From an optimization exercise on the open Yosys and OpenROAD flow, aimed at small area, a short achievable clock period and few clock cycles; shortcuts taken in it are not production practice.
Function was checked by simulation only, so behaviour that the tests miss may differ from the original.
No activity file was given, so power comes from the tool's default toggle rates.

run 1:
// processor
module processor (clk,rst,imem_addr,imem_data,dmem_addr,dmem_wdata,dmem_we,dmem_re,dmem_rdata,stat);
For scale: about 4,800 cells after synthesis, roughly 1,200 flip-flops, about 0.057 mm^2 of cells after synthesis.
==> flow/config.mk <==
export PLATFORM = sky130hd
export DESIGN_NAME = processor
export DESIGN_NICKNAME = processor
export VERILOG_FILES = /design/flow/design.v
export SDC_FILE = /design/flow/constraint.sdc
export NUM_CORES = 8
export LEC_CHECK = 0
export CAP_MARGIN = 20
export CORE_MARGIN = 2
export CORE_UTILIZATION = 45
export CTS_CLUSTER_DIAMETER = 110
export CTS_CLUSTER_SIZE = 24
export SLEW_MARGIN = 20
==> flow/constraint.sdc <==
create_clock -name core_clock -period 32.0 [get_ports {clk}]
set_input_delay 6.4000 -clock core_clock [delete_from_list [all_inputs] [get_ports {clk}]]
set_output_delay 6.4000 -clock core_clock [all_outputs]
set_load 0.01 [all_outputs]
standard.sh (not shown) runs the stock make flow with config.mk's settings and CLKGATE_MAP_FILE= SYNTH_SCRIPT=/design/flow/synth_recipe.tcl, a recipe that flattens the netlist after the stock synthesis.
==> flow/flow/run.sh <==
#!/bin/bash
# The standard layout, with buf_4 as the buffer on every port in place of
# the default choice (a slow delay cell). After global placement each port
# buffer is resized to its load (port_buffers.tcl), and logic gates that
# drive many pins get a stronger drive (fanout_sizing.tcl), before the
# standard design-rule repair.
set -euo pipefail
export BUFFER_PORTS_ARGS="-buffer_cell sky130_fd_sc_hd__buf_4"
export POST_GLOBAL_PLACE_TCL="$PWD/flow/port_buffers.tcl"
export PRE_RESIZE_TCL="$PWD/flow/fanout_sizing.tcl"
bash standard.sh finish > standard.log 2>&1
==> flow/flow/fanout_sizing.tcl <==
# Drive strength by fanout: a logic gate of drive 0 or 1 whose output
# drives 8 or more pins becomes drive 2, with 16 or more drive 4, where the
# library has that size. Flip-flops are left alone.
set n2 0
set n4 0
foreach inst [get_cells *] {
  set master [get_property $inst ref_name]
  if {![regexp {^(sky130_fd_sc_hd__[a-z0-9]+)_([01])$} $master -> base drive]} { continue }
  if {[regexp {__(df|edf|sdf|dl|conb|tap|fill|decap|diode)} $base]} { continue }
  set fanout 0
  foreach out [get_pins -of_objects $inst -filter "direction==output"] {
    set net [get_nets -quiet -of_objects $out]
    if {$net == ""} { continue }
    set fanout [expr {max($fanout, [llength [get_pins -quiet -of_objects $net -filter "direction==input"]])}]
  }
  set target ""
  if {$fanout >= 16 && [llength [get_lib_cells -quiet ${base}_4]] > 0} {
    set target ${base}_4
    incr n4
  } elseif {$fanout >= 8 && [llength [get_lib_cells -quiet ${base}_2]] > 0} {
    set target ${base}_2
    incr n2
  }
  if {$target != ""} { replace_cell $inst $target }
}
puts "fanout_sizing: $n2 to drive 2, $n4 to drive 4"
==> flow/flow/port_buffers.tcl <==
# Resize the port buffers that buffer_ports inserted: an input buffer that
# drives many pins becomes buf_8, the others and the output buffers buf_2.
set n_big 0
set n_small 0
foreach inst [get_cells -quiet {input* output*}] {
  set name [get_full_name $inst]
  set out [get_pins -of_objects $inst -filter "direction==output"]
  set net [get_nets -of_objects $out]
  set fanout [llength [get_pins -of_objects $net -filter "direction==input"]]
  if {[string match "input*" $name] && $fanout >= 10} {
    replace_cell $inst sky130_fd_sc_hd__buf_8
    incr n_big
  } else {
    replace_cell $inst sky130_fd_sc_hd__buf_2
    incr n_small
  }
}
puts "port_buffers: $n_big buf_8, $n_small buf_2"
Looking at the reports, run 1 completed the entire flow and the layout it produced met the timing, design-rule and antenna checks.
Testbench counts of run 1, summed over its fixed seeds: cycles 35,385.
diff inputs: run 1 => run 2
-- flow/flow/fanout_sizing.tcl --
<<< run 1, line 2
# drives 8 or more pins becomes drive 2, with 16 or more drive 4, where the
# library has that size. Flip-flops are left alone.
>>> run 2, line 2
# drives 4 or more pins becomes drive 2, with 10 or more drive 4, where the
# library has that size (flip-flops keep their type, only the drive changes).
<<< run 1, line 9
  if {[regexp {__(df|edf|sdf|dl|conb|tap|fill|decap|diode)} $base]} { continue }
>>> run 2, line 9
  if {[regexp {__(sdf|dl|conb|tap|fill|decap|diode)} $base]} { continue }
<<< run 1, line 17
  if {$fanout >= 16 && [llength [get_lib_cells -quiet ${base}_4]] > 0} {
>>> run 2, line 17
  if {$fanout >= 10 && [llength [get_lib_cells -quiet ${base}_4]] > 0} {
<<< run 1, line 20
  } elseif {$fanout >= 8 && [llength [get_lib_cells -quiet ${base}_2]] > 0} {
>>> run 2, line 20
  } elseif {$fanout >= 4 && [llength [get_lib_cells -quiet ${base}_2]] > 0} {
==> comparison <==
Worst setup slack after layout up 50 ps in run 2 wrt run 1. Per the final summary, run 2 finished and its layout is clean on timing, DRC and antenna. Between run 1 and run 2, wire length on met3 increased. Total power consumption of the routed design: run 1 vs run 2, no meaningful difference. The global routing usage on met2 was comparable across run 2 and run 1. Proportion of synthesized area in mux cells delta (run 2 -> run 1): insignificant. Cmp run 2 and run 1 / clock power / higher: run 1. Re ratio of total power to cell area: run 2 is about 0.6% down on run 1. Routed wire length: run 1 vs run 2, no meaningful difference. Comparing run 1 with run 2, the overall routing resource usage came out essentially unchanged. | insertion delay to the later sink of the worst-skew pair | run 2 vs run 1 | ≈ equal |. Cell total after placement came out exactly the same in run 2 and run 1.
--- input diff run 2..run 3 ---
-- flow/flow/fanout_sizing.tcl --
<<< run 2, line 2
# drives 4 or more pins becomes drive 2, with 10 or more drive 4, where the
>>> run 3, line 2
# drives 8 or more pins becomes drive 2, with 16 or more drive 4, where the
<<< run 2, line 17
  if {$fanout >= 10 && [llength [get_lib_cells -quiet ${base}_4]] > 0} {
>>> run 3, line 17
  if {$fanout >= 16 && [llength [get_lib_cells -quiet ${base}_4]] > 0} {
<<< run 2, line 20
  } elseif {$fanout >= 4 && [llength [get_lib_cells -quiet ${base}_2]] > 0} {
>>> run 3, line 20
  } elseif {$fanout >= 8 && [llength [get_lib_cells -quiet ${base}_2]] > 0} {
Results
The portion of the layout cell area used by clock cells in run 3 was higher than what run 2 gave.
Power drawn by the clock network is higher on run 3
Run 2 -> run 3: flip-flop and latch count after synthesis delta 0, exact match
Run 2 → run 3: clock skew now smaller, post-layout total power comparable, wire length comparable.
Power per unit of standard cell area: run 3 vs run 2 up 0.85%
Run 2 -> run 3: cell area after layout decreased slightly
### run 3 -> run 4
==> flow/flow/run.sh <==
#!/bin/bash
# The standard layout, with buf_4 as the buffer on every port in place of
# the default choice (a slow delay cell); after global placement each port
# buffer is resized to its load (port_buffers.tcl).
set -euo pipefail
export BUFFER_PORTS_ARGS="-buffer_cell sky130_fd_sc_hd__buf_4"
export POST_GLOBAL_PLACE_TCL="$PWD/flow/port_buffers.tcl"
bash standard.sh finish > standard.log 2>&1
removed: flow/flow/fanout_sizing.tcl
==> summary.txt <==
Number of antenna violations at the first check in global routing ended up 3 lower on run 4 than on run 3. Summary — CTS buffer count, run 4 relative to run 3: lower, by 1. Compared with run 3, run 4 shows a area taken by multi-input logic gates that is 160 um^2 lower. Wire length of the first global-routing pass: run 4 vs run 3, no meaningful difference. The sequential cell count was comparable across run 3 and run 4. Where post-route worst hold slack is concerned, run 3 is outperformed by run 4. Run 4: PASS, flow complete, no timing, DRC or antenna violations. When the final numbers for run 3 and run 4 were put side by side, the combinational power turned out to be smaller in run 4. Per the comparison of run 4 with run 3, final worst-path cycle share now sits higher, setup total negative slack flat. A critical path launch point of x_ac[0] is what run 3 shows, while imem_data[78] belongs to run 4. The sequential cell area of run 4 and that of run 3 are within noise of each other. On filler-free cell count of the finished design, run 3 and run 4 are neck and neck.
Input changes introduced in run 5 (baseline for comparison: run 4):
Settings: SLEW_MARGIN now 40, was 20; CORE_UTILIZATION now 55, was 45; CAP_MARGIN now 40, was 20.
==> comparison <==
Delta (run 5 minus run 4): final core area utilization moved up, combinational power share moved up, clock skew after layout moved up, routed wire length moved down, non-filler instance count after layout moved down.
The number of standard-cell rows in the floorplan in run 5 is 0.901 times that in run 4.

---

== run A ==
processor again, from the RTL that the note above started with.
clock: 32.0 ns
lec_check: 0
cap_margin: 20
core_margin: 2
core_utilization: 55
cts_cluster_diameter: 110
cts_cluster_size: 24
slew_margin: 20
==> flow/flow/run.sh <==
#!/bin/bash
# The standard layout, with buf_4 as the buffer on every port in place of
# the default choice (a slow delay cell); after global placement each port
# buffer is resized to its load (port_buffers.tcl).
set -euo pipefail
export BUFFER_PORTS_ARGS="-buffer_cell sky130_fd_sc_hd__buf_4"
export POST_GLOBAL_PLACE_TCL="$PWD/flow/port_buffers.tcl"
bash standard.sh finish > standard.log 2>&1
Scripts as last shown in full above: flow/flow/port_buffers.tcl
Testbench counts of run A, summed over its fixed seeds: cycles 35,385.
Changes in run B relative to run A:
==> flow/flow/run.sh <==
#!/bin/bash
# The standard layout, with buf_4 as the buffer on every port in place of
# the default choice (a slow delay cell). After global placement each port
# buffer is resized to its load (port_buffers.tcl), and logic gates that
# drive many pins get a stronger drive (fanout_sizing.tcl), before the
# standard design-rule repair.
set -euo pipefail
export BUFFER_PORTS_ARGS="-buffer_cell sky130_fd_sc_hd__buf_4"
export POST_GLOBAL_PLACE_TCL="$PWD/flow/port_buffers.tcl"
export PRE_RESIZE_TCL="$PWD/flow/fanout_sizing.tcl"
bash standard.sh finish > standard.log 2>&1
==> flow/flow/fanout_sizing.tcl (new file) <==
# Drive strength by fanout: a logic gate of drive 0 or 1 whose output
# drives 6 or more pins becomes drive 2, with 12 or more drive 4, where the
# library has that size (flip-flops keep their type, only the drive changes).
set n2 0
set n4 0
foreach inst [get_cells *] {
  set master [get_property $inst ref_name]
  if {![regexp {^(sky130_fd_sc_hd__[a-z0-9]+)_([01])$} $master -> base drive]} { continue }
  if {[regexp {__(sdf|dl|conb|tap|fill|decap|diode)} $base]} { continue }
  set fanout 0
  foreach out [get_pins -of_objects $inst -filter "direction==output"] {
    set net [get_nets -quiet -of_objects $out]
    if {$net == ""} { continue }
    set fanout [expr {max($fanout, [llength [get_pins -quiet -of_objects $net -filter "direction==input"]])}]
  }
  set target ""
  if {$fanout >= 12 && [llength [get_lib_cells -quiet ${base}_4]] > 0} {
    set target ${base}_4
    incr n4
  } elseif {$fanout >= 6 && [llength [get_lib_cells -quiet ${base}_2]] > 0} {
    set target ${base}_2
    incr n2
  }
  if {$target != ""} { replace_cell $inst $target }
}
puts "fanout_sizing: $n2 to drive 2, $n4 to drive 4"
diff --git a/flow/config.mk b/flow/config.mk
--- a/flow/config.mk
+++ b/flow/config.mk
@@ -8,5 +8,5 @@
 export CAP_MARGIN = 20
 export CORE_MARGIN = 2
-export CORE_UTILIZATION = 55
+export CORE_UTILIZATION = 45
 export CTS_CLUSTER_DIAMETER = 110
 export CTS_CLUSTER_SIZE = 24
==> comparison <==
Relative to run A, total of plain and repair buffers excluding clock buffers decreased by about 3% in run B. | first-pass GRT wire length | run B vs run A | 5200 microns higher |. In run B the maximum cell stage delay along the critical path turned out 120 ps lower than in run A. The final reports for run B and run A show critical path depth lower in the former.
Input changes introduced in run C (baseline for comparison: run B):
==> flow/flow/fanout_sizing.tcl <==
# Drive strength by fanout: a logic gate of drive 0 or 1 whose output
# drives 8 or more pins becomes drive 2, with 16 or more drive 4, where the
# library has that size. Flip-flops are left alone.
set n2 0
set n4 0
foreach inst [get_cells *] {
  set master [get_property $inst ref_name]
  if {![regexp {^(sky130_fd_sc_hd__[a-z0-9]+)_([01])$} $master -> base drive]} { continue }
  if {[regexp {__(df|edf|sdf|dl|conb|tap|fill|decap|diode)} $base]} { continue }
  set fanout 0
  foreach out [get_pins -of_objects $inst -filter "direction==output"] {
    set net [get_nets -quiet -of_objects $out]
    if {$net == ""} { continue }
    set fanout [expr {max($fanout, [llength [get_pins -quiet -of_objects $net -filter "direction==input"]])}]
  }
  set target ""
  if {$fanout >= 16 && [llength [get_lib_cells -quiet ${base}_4]] > 0} {
    set target ${base}_4
    incr n4
  } elseif {$fanout >= 8 && [llength [get_lib_cells -quiet ${base}_2]] > 0} {
    set target ${base}_2
    incr n2
  }
  if {$target != ""} { replace_cell $inst $target }
}
puts "fanout_sizing: $n2 to drive 2, $n4 to drive 4"
diff --git a/flow/config.mk b/flow/config.mk
--- a/flow/config.mk
+++ b/flow/config.mk
@@ -8,5 +8,5 @@
 export CAP_MARGIN = 20
 export CORE_MARGIN = 2
-export CORE_UTILIZATION = 45
+export CORE_UTILIZATION = 55
 export CTS_CLUSTER_DIAMETER = 110
 export CTS_CLUSTER_SIZE = 24
[summary]
- Summary of run C over run B: minimum hold slack increased by 57 ps relative to the old numbers; worst setup slack decreased by 3.4 ps relative to the old numbers; via count increased by 397 relative to the old numbers.
- Both conditions hold for run C: the flow ran to the end and the final layout passed the timing, design-rule and antenna checks.
- Core utilization: run C higher than run B
- Run C ends up with a worst slack at placement that is 220 ps lower than in run B.
- Routed length per instance: run C > run B
Modified inputs, run D compared to run C
==> flow/flow/run.sh <==
#!/bin/bash
# The standard layout, with buf_4 as the buffer on every port in place of
# the default choice (a slow delay cell); after global placement each port
# buffer is resized to its load (port_buffers.tcl).
set -euo pipefail
export BUFFER_PORTS_ARGS="-buffer_cell sky130_fd_sc_hd__buf_4"
export POST_GLOBAL_PLACE_TCL="$PWD/flow/port_buffers.tcl"
bash standard.sh finish > standard.log 2>&1
diff --git a/flow/config.mk b/flow/config.mk
--- a/flow/config.mk
+++ b/flow/config.mk
@@ -6,8 +6,8 @@
 export NUM_CORES = 8
 export LEC_CHECK = 0
-export CAP_MARGIN = 20
+export CAP_MARGIN = 40
 export CORE_MARGIN = 2
-export CORE_UTILIZATION = 55
+export CORE_UTILIZATION = 45
 export CTS_CLUSTER_DIAMETER = 110
 export CTS_CLUSTER_SIZE = 24
-export SLEW_MARGIN = 20
+export SLEW_MARGIN = 40
removed: flow/flow/fanout_sizing.tcl
[summary]
On wire length, run D does worse than run C.
Going from run C to run D, delay of the slowest cell on the worst path grows by 120 ps.
For run C, the library cell contributing the largest single delay on the critical path was sky130_fd_sc_hd__dfxtp_1, unlike run D, where it was sky130_fd_sc_hd__nand2_1.
Per the comparison of run D with run C, flip-flop and latch share of the layout cell area now sits lower; combined buffer and inverter count along the critical path now sits higher; total power after layout now sits lower.
#### Input delta (run E over run D)
==> flow/flow/run.sh <==
#!/bin/bash
# The standard layout, with buf_4 as the buffer on every port in place of
# the default choice (a slow delay cell); after global placement each port
# buffer is resized to its load (port_buffers.tcl), and gates are sized and
# nets buffered by gain before the design-rule repair (gain.tcl).
set -euo pipefail
export BUFFER_PORTS_ARGS="-buffer_cell sky130_fd_sc_hd__buf_4"
export POST_GLOBAL_PLACE_TCL="$PWD/flow/port_buffers.tcl"
export PRE_RESIZE_TCL="$PWD/flow/gain.tcl"
bash standard.sh finish > standard.log 2>&1
==> flow/flow/gain.tcl (new file) <==
# Gain-based sizing and buffering: each driver is sized, and high-fanout
# nets buffered, so that a stage drives at most about twelve times its input
# capacitance.
set_opt_config -set_early_sizing_cap_ratio 12 -set_early_buffer_sizing_cap_ratio 12
repair_design -pre_placement -buffer_gain 12 -verbose
diff --git a/flow/config.mk b/flow/config.mk
--- a/flow/config.mk
+++ b/flow/config.mk
@@ -8,5 +8,5 @@
 export CAP_MARGIN = 40
 export CORE_MARGIN = 2
-export CORE_UTILIZATION = 45
+export CORE_UTILIZATION = 55
 export CTS_CLUSTER_DIAMETER = 110
 export CTS_CLUSTER_SIZE = 24
Results
- Going from run D to run E, core utilization picked up an extra 14 points; design area picked up an extra 4.9%; smallest setup slack after layout lost 22 ps; power picked up an extra about 2.7%.

---

processor, a different RTL version from the one above (not shown whole).
Size: roughly 5,200 cells after synthesis, roughly 230 I/O pins, about 60,000 um2 of cells after synthesis.
Settings: LEC_CHECK=0, CAP_MARGIN=40, CORE_MARGIN=2, CORE_UTILIZATION=55, CTS_CLUSTER_DIAMETER=110, CTS_CLUSTER_SIZE=24, PLACE_DENSITY=0.75, SLEW_MARGIN=40; clock period 32.0 ns.
==> flow/flow/run.sh <==
#!/bin/bash
# The standard layout, with buf_4 as the buffer on every port in place of
# the default choice (a slow delay cell).
set -euo pipefail
export BUFFER_PORTS_ARGS="-buffer_cell sky130_fd_sc_hd__buf_4"
bash standard.sh finish > standard.log 2>&1
Testbench counts at the start, summed over its fixed seeds: cycles 35,385.
Rerun with:
--- a/flow/config.mk
+++ b/flow/config.mk
@@ -8,7 +8,6 @@
 export CAP_MARGIN = 40
 export CORE_MARGIN = 2
-export CORE_UTILIZATION = 55
+export CORE_UTILIZATION = 40
 export CTS_CLUSTER_DIAMETER = 110
 export CTS_CLUSTER_SIZE = 24
-export PLACE_DENSITY = 0.75
 export SLEW_MARGIN = 40
=>
- via count decreases by 2.4%
- core utilization goes down by 16 points
- sequential power hardly moves
- register-to-register slack improves by 0.11 ns
- fmax increases by 0.54%
- critical path depth decreases by 10
Rerun with:
--- a/flow/config.mk
+++ b/flow/config.mk
@@ -8,5 +8,5 @@
 export CAP_MARGIN = 40
 export CORE_MARGIN = 2
-export CORE_UTILIZATION = 40
+export CORE_UTILIZATION = 55
 export CTS_CLUSTER_DIAMETER = 110
 export CTS_CLUSTER_SIZE = 24
What happened: Core utilization went up by 16 points; cell area went down by about 1.3%; via count went up by 2.1%; critical path depth does not change; routed wire length went down by 5.0%; global-route usage went up by 12 points; sequential share of layout area went up by 0.67 points; clock-buffer cell count went down by 4; final cell count went down by about 7%; synthesized cell count is unchanged; total power went down by about 2.3%.

port drivers added, routing unchanged:
No port has a modelled driver above. Below, the same layouts with a new extraction and two added sets of constraints. Step 1: set_driving_cell puts a clkbuf_16 on clk and a buf_2 on each other input, an assumption about the parent block. Step 2, shift: input delay + t, output delay - t, t = (earliest + latest rising clock arrival at the registers) / 2. This alone moves slack from input paths to output paths. a / b / c = ideal / step 1 / step 2; a / b = the first two.
run | t (ns) | setup slack, ns | hold slack, ns | cell pins on the clock port's net
run 1 | 0.805 | 23.294 / 23.215 / 22.700 | 0.374 / 0.374 / 0.374 | 1
run 2 | 0.812 | 23.344 / 23.264 / 22.721 | 0.359 / 0.359 / 0.359 | 1
run 3 | 0.807 | 23.331 / 23.252 / 22.672 | 0.355 / 0.355 / 0.355 | 1
run 4 | 0.798 | 23.245 / 23.257 / 22.466 | 0.358 / 0.358 / 0.358 | 1
run 5 | 0.798 | 23.077 / 23.096 / 22.298 | 0.433 / 0.433 / 0.433 | 1
run A | 0.782 | 23.145 / 23.159 / 22.377 | 0.432 / 0.432 / 0.432 | 1
run B | 0.811 | 23.313 / 23.232 / 22.745 | 0.364 / 0.364 / 0.364 | 1
run C | 0.799 | 23.310 / 23.232 / 22.544 | 0.421 / 0.421 / 0.421 | 1
run D | 0.804 | 23.264 / 23.209 / 22.479 | 0.368 / 0.368 / 0.368 | 1
run E | 0.809 | 23.242 / 23.161 / 22.671 | 0.440 / 0.440 / 0.440 | 1
the first run of note 3 | 0.802 | 22.974 / 22.974 / 22.413 | 0.475 / 0.475 / 0.475 | 1
the second run of note 3 | 0.818 | 23.023 / 23.078 / 22.265 | 0.484 / 0.484 / 0.484 | 1
the third run of note 3 | 0.794 | 23.250 / 23.240 / 22.514 | 0.480 / 0.480 / 0.480 | 1
After both steps every run listed still meets setup and hold. The setup slack of run D, which loses most, moves by -0.055 ns with the drivers and by -0.785 ns with both steps.
